Context: an optimization exercise on an open-source flow, tuned for small area, a short achievable clock period and few clock cycles. The choices shown serve that exercise and are no tape-out recipe. In this exercise RTL edits were held to simulation tests only and were not proved equivalent to the original. No activity file was given, so power comes from the tool's default toggle rates.

## steganography
module steganography (
    input         sys_clk,
    input         reset,
    input         start,
    input         mode,
    input  [31:0] message_size,
    output        done,
    output [31:0] image_addra,
    input  [31:0] image_rddataa,
    output [31:0] secret_addra,
    input  [31:0] secret_rddataa,
    output [31:0] image_wrdatab,
    output [3:0]  image_web,
    output [31:0] image_addrb,
    output [31:0] secret_wrdatab,
    output [3:0]  secret_web,
    output [31:0] secret_addrb
);
Size in the first run: ~300 I/O pins.
clock: 16.0 ns
lec_check: 0
abc_area: 1
cap_margin: 20
core_margin: 2
core_utilization: 40
slew_margin: 20
standard.sh (not shown) runs the stock make flow with config.mk's settings and CLKGATE_MAP_FILE= SYNTH_SCRIPT=/design/flow/synth_recipe.tcl, a recipe that flattens the netlist after the stock synthesis.
==> flow/flow/run.sh <==
#!/bin/bash
# Own flow: the standard synthesis; then the synthesized logic (not the
# registers, which keep their names and cells) is mapped again with ABC for
# area; then the standard layout, with buf_1 cells as the port buffers.
# Each tool's output goes to a log file here.
set -euo pipefail
W=$(pwd)
F=$W/flow
R=$W/orfs/results/$FLOW_PLATFORM/steganography/base
LIB=$FLOW_HOME/platforms/sky130hd/lib/sky130_fd_sc_hd__tt_025C_1v80.lib
export BUFFER_PORTS_ARGS="-buffer_cell sky130_fd_sc_hd__buf_1"
export SETUP_SLACK_MARGIN=11.6

# 1. standard synthesis
bash standard.sh synth > synth.log 2>&1
cp $R/1_2_yosys.v synth_standard.v

# 2. logic re-mapping
yosys -q -l cells.log -p "read_liberty -ignore_miss_func -ignore_miss_dir $LIB; write_verilog -noattr cells_all.v"
python3 $F/mkmap.py cells_all.v comb_map.v
DU=""
for c in $(cat $F/dont_use.txt); do DU="$DU -dont_use $c"; done
printf 'strash\n&get -n\n&deepsyn -T %s\n&put\ndch -f\nmap -a\ntopo\nstime -c\n' "${DEEPSYN_T:-120}" > remap.abc
yosys -l remap.log -p "
read_liberty -lib $LIB
read_verilog synth_standard.v
hierarchy -top $FLOW_TOP
techmap -map comb_map.v
techmap
opt -fast
abc -script $W/remap.abc -liberty $LIB $DU
opt_clean -purge
hilomap -singleton -hicell sky130_fd_sc_hd__conb_1 HI -locell sky130_fd_sc_hd__conb_1 LO
insbuf -buf sky130_fd_sc_hd__buf_4 A X
write_verilog -noattr -noexpr -nohex -nodec $W/remapped.v
stat -liberty $LIB
" > /dev/null
cp remapped.v $R/1_2_yosys.v

# 3. standard layout from the re-mapped netlist
bash standard.sh > layout.log 2>&1
Other scripts of this flow, unchanged in this note and not shown: flow/flow/dont_use.txt, flow/flow/mkmap.py
Testbench counts at the start, summed over its fixed seeds: cycles 9,323.
Change:
--- a/flow/flow/run.sh
+++ b/flow/flow/run.sh
@@ -10,5 +10,4 @@
 LIB=$FLOW_HOME/platforms/sky130hd/lib/sky130_fd_sc_hd__tt_025C_1v80.lib
 export BUFFER_PORTS_ARGS="-buffer_cell sky130_fd_sc_hd__buf_1"
-export SETUP_SLACK_MARGIN=11.6
 
 # 1. standard synthesis
Worst hold slack stays flat; fmax fell by about a fifth; clock power stays flat; area after synthesis is unchanged; cell count barely changes; die area does not change; power fell slightly; sequential power is about the same; routed wire length fell slightly; count of clock-buffer cells in the layout does not change.

========
## the reference run
Another version of the RTL of steganography (not shown whole).
For scale: roughly 1,400 cells after synthesis, about 300 I/O pins, roughly 11,000 sq um of cells after synthesis.
export LEC_CHECK = 0
export ABC_AREA = 1
export CAP_MARGIN = 20
export CORE_MARGIN = 2
export CORE_UTILIZATION = 40
export SLEW_MARGIN = 20
create_clock -name core_clock -period 16.0 [get_ports {sys_clk}]
==> flow/flow/run.sh <==
#!/bin/bash
# Own flow: the standard synthesis; then the synthesized logic (not the
# registers, which keep their names and cells) is mapped again with ABC for
# area; then the standard layout, with buf_1 cells as the port buffers.
# Each tool's output goes to a log file here.
set -euo pipefail
W=$(pwd)
F=$W/flow
R=$W/orfs/results/$FLOW_PLATFORM/steganography/base
LIB=$FLOW_HOME/platforms/sky130hd/lib/sky130_fd_sc_hd__tt_025C_1v80.lib
export BUFFER_PORTS_ARGS="-buffer_cell sky130_fd_sc_hd__buf_1"
export SETUP_SLACK_MARGIN=11.7
export CTS_ARGS="-sink_clustering_enable -repair_clock_nets -buf_list {sky130_fd_sc_hd__clkbuf_8 sky130_fd_sc_hd__clkbuf_16} -root_buf sky130_fd_sc_hd__clkbuf_16 -sink_clustering_size 24 -sink_clustering_max_diameter 120 -dont_use_dummy_load"

# 1. standard synthesis
bash standard.sh synth > synth.log 2>&1
cp $R/1_2_yosys.v synth_standard.v

# 2. logic re-mapping
yosys -q -l cells.log -p "read_liberty -ignore_miss_func -ignore_miss_dir $LIB; write_verilog -noattr cells_all.v"
python3 $F/mkmap.py cells_all.v comb_map.v
DU=""
for c in $(cat $F/dont_use.txt); do DU="$DU -dont_use $c"; done
printf 'strash\n&get -n\n&deepsyn -T %s\n&put\ndch -f\n&get -n\n&nf -R 1000\n&put\ntopo\nstime -c\n' "${DEEPSYN_T:-120}" > remap.abc
yosys -l remap.log -p "
read_liberty -lib $LIB
read_verilog synth_standard.v
hierarchy -top $FLOW_TOP
techmap -map comb_map.v
techmap
opt -fast
abc -script $W/remap.abc -liberty $LIB $DU
opt_clean -purge
hilomap -singleton -hicell sky130_fd_sc_hd__conb_1 HI -locell sky130_fd_sc_hd__conb_1 LO
insbuf -buf sky130_fd_sc_hd__buf_4 A X
write_verilog -noattr -noexpr -nohex -nodec $W/remapped.v
stat -liberty $LIB
" > /dev/null
cp remapped.v $R/1_2_yosys.v

# 3. standard layout from the re-mapped netlist
bash standard.sh > layout.log 2>&1
Other scripts of this flow, unchanged in this note and not shown: flow/flow/dont_use.txt, flow/flow/mkmap.py
Per the final summary, the reference run finished and its layout is clean on timing, DRC and antenna.
Testbench counts of the reference run, summed over its fixed seeds: cycles 9,323.
--- input diff the reference run..the trial run ---
diff --git a/flow/flow/run.sh b/flow/flow/run.sh
--- a/flow/flow/run.sh
+++ b/flow/flow/run.sh
@@ -11,3 +11,3 @@
 export BUFFER_PORTS_ARGS="-buffer_cell sky130_fd_sc_hd__buf_1"
-export SETUP_SLACK_MARGIN=11.7
+export SETUP_SLACK_MARGIN=11.5
 export CTS_ARGS="-sink_clustering_enable -repair_clock_nets -buf_list {sky130_fd_sc_hd__clkbuf_8 sky130_fd_sc_hd__clkbuf_16} -root_buf sky130_fd_sc_hd__clkbuf_16 -sink_clustering_size 24 -sink_clustering_max_diameter 120 -dont_use_dummy_load"
A worst setup path startpoint of G[3] is what the reference run shows, while wvi belongs to the trial run. The trial run -> the reference run: switching power summed over all nets flat. The reference run and the trial run ended up with nearly the same area fraction of clock buffers and clock inverters. On the trial run: post-route worst hold slack is 0.0070 ns higher than what the reference run gave. Number of clock-tree buffers in the layout of the trial run is on par with the reference run.

========
Another version of the RTL of steganography (not shown whole).
For scale: about 1300 cells after synthesis, ~300 I/O pins, about 11000 µm² of cells after synthesis.
==> flow/config.mk <==
export PLATFORM = sky130hd
export DESIGN_NAME = steganography
export DESIGN_NICKNAME = steganography
export VERILOG_FILES = /design/flow/design.v
export SDC_FILE = /design/flow/constraint.sdc
export NUM_CORES = 4
export LEC_CHECK = 0
export ABC_AREA = 1
export CAP_MARGIN = 20
export CORE_MARGIN = 2
export CORE_UTILIZATION = 40
export SLEW_MARGIN = 20
==> flow/constraint.sdc <==
create_clock -name core_clock -period 16.0 [get_ports {sys_clk}]
set_input_delay 3.2000 -clock core_clock [delete_from_list [all_inputs] [get_ports {sys_clk}]]
set_output_delay 3.2000 -clock core_clock [all_outputs]
set_load 0.01 [all_outputs]
==> flow/flow/run.sh <==
#!/bin/bash
# Own flow: the standard synthesis; then the synthesized logic (not the
# registers, which keep their names and cells) is mapped again with ABC for
# area; then the standard layout, with buf_1 cells as the port buffers.
# Each tool's output goes to a log file here.
set -euo pipefail
W=$(pwd)
F=$W/flow
R=$W/orfs/results/$FLOW_PLATFORM/steganography/base
LIB=$FLOW_HOME/platforms/sky130hd/lib/sky130_fd_sc_hd__tt_025C_1v80.lib
export BUFFER_PORTS_ARGS="-buffer_cell sky130_fd_sc_hd__buf_1"
export SETUP_SLACK_MARGIN=12.0
export CTS_ARGS="-sink_clustering_enable -repair_clock_nets -buf_list {sky130_fd_sc_hd__clkbuf_8 sky130_fd_sc_hd__clkbuf_16} -root_buf sky130_fd_sc_hd__clkbuf_16 -sink_clustering_size 24 -sink_clustering_max_diameter 120 -dont_use_dummy_load"

# 1. standard synthesis
bash standard.sh synth > synth.log 2>&1
cp $R/1_2_yosys.v synth_standard.v

# 2. logic re-mapping
yosys -q -l cells.log -p "read_liberty -ignore_miss_func -ignore_miss_dir $LIB; write_verilog -noattr cells_all.v"
python3 $F/mkmap.py cells_all.v comb_map.v
DU=""
for c in $(cat $F/dont_use.txt); do DU="$DU -dont_use $c"; done
printf 'strash\n&get -n\n&deepsyn -T %s\n&put\ndch -f\n&get -n\n&nf -R 1000\n&put\ntopo\nstime -c\n' "${DEEPSYN_T:-120}" > remap.abc
yosys -l remap.log -p "
read_liberty -lib $LIB
read_verilog synth_standard.v
hierarchy -top $FLOW_TOP
techmap -map comb_map.v
techmap
opt -fast
abc -script $W/remap.abc -liberty $LIB $DU
opt_clean -purge
hilomap -singleton -hicell sky130_fd_sc_hd__conb_1 HI -locell sky130_fd_sc_hd__conb_1 LO
insbuf -buf sky130_fd_sc_hd__buf_4 A X
write_verilog -noattr -noexpr -nohex -nodec $W/remapped.v
stat -liberty $LIB
" > /dev/null
cp remapped.v $R/1_2_yosys.v

# 3. standard layout from the re-mapped netlist
bash standard.sh > layout.log 2>&1
Other scripts of this flow, unchanged in this note and not shown: flow/flow/dont_use.txt, flow/flow/mkmap.py
Testbench counts at the start, summed over its fixed seeds: cycles 9,323.
==> next run, changes <==
--- a/flow/flow/run.sh
+++ b/flow/flow/run.sh
@@ -12 +12 @@
-export SETUP_SLACK_MARGIN=12.0
+export SETUP_SLACK_MARGIN=11.6
Outcome: The changed run finished clean; final area is lower by 12%; routed wire length is lower by 8.4%; final cell count is lower by 3.5%; setup slack improves by 0.0094 ns; power is lower by 4.1%; fmax barely changes; clock-buffer cell count does not change; clock skew is lower by 0.0096 ns.

## static timing again, ports no longer ideal
The results above use ideal ports. As a check the final layouts listed here were re-extracted and re-timed, cells and wires unchanged. Step 1 (the two cells are an assumption about what drives the block):
set clk [get_ports {sys_clk}]
set_driving_cell -lib_cell sky130_fd_sc_hd__clkbuf_16 $clk
set_driving_cell -lib_cell sky130_fd_sc_hd__buf_2 [delete_from_list [all_inputs] $clk]
Step 2 times the ports against the registers' clock, not the clock port: input delays grow and output delays shrink by t, the midpoint of the rising clock arrivals with the driver on. a / b / c = ideal / step 1 / step 2; a / b = the first two.
run | shift t [ns] | setup slack, ns | hold WS [ns] | worst register clock-pin slew, ns
the first run of note 1 | 0.575 | 11.666 / 11.617 / 11.394 | 0.326 / 0.326 / 0.326 | 0.06 / 0.06
the second run of note 1 | 0.573 | 10.803 / 10.824 / 10.251 | 0.326 / 0.326 / 0.326 | 0.06 / 0.06
the reference run | 0.514 | 11.737 / 11.688 / 11.425 | 0.314 / 0.314 / 0.314 | 0.10 / 0.10
the trial run | 0.515 | 11.689 / 11.638 / 11.285 | 0.321 / 0.321 / 0.321 | 0.10 / 0.10
the first run of note 3 | 0.510 | 11.648 / 11.599 / 11.350 | 0.302 / 0.302 / 0.302 | 0.10 / 0.10
the second run of note 3 | 0.512 | 11.657 / 11.604 / 11.248 | 0.317 / 0.317 / 0.317 | 0.10 / 0.10
After both steps every run listed still meets setup and hold. The setup slack of the second run of note 1, which loses most, moves by +0.021 ns with the drivers and by -0.552 ns with both steps.
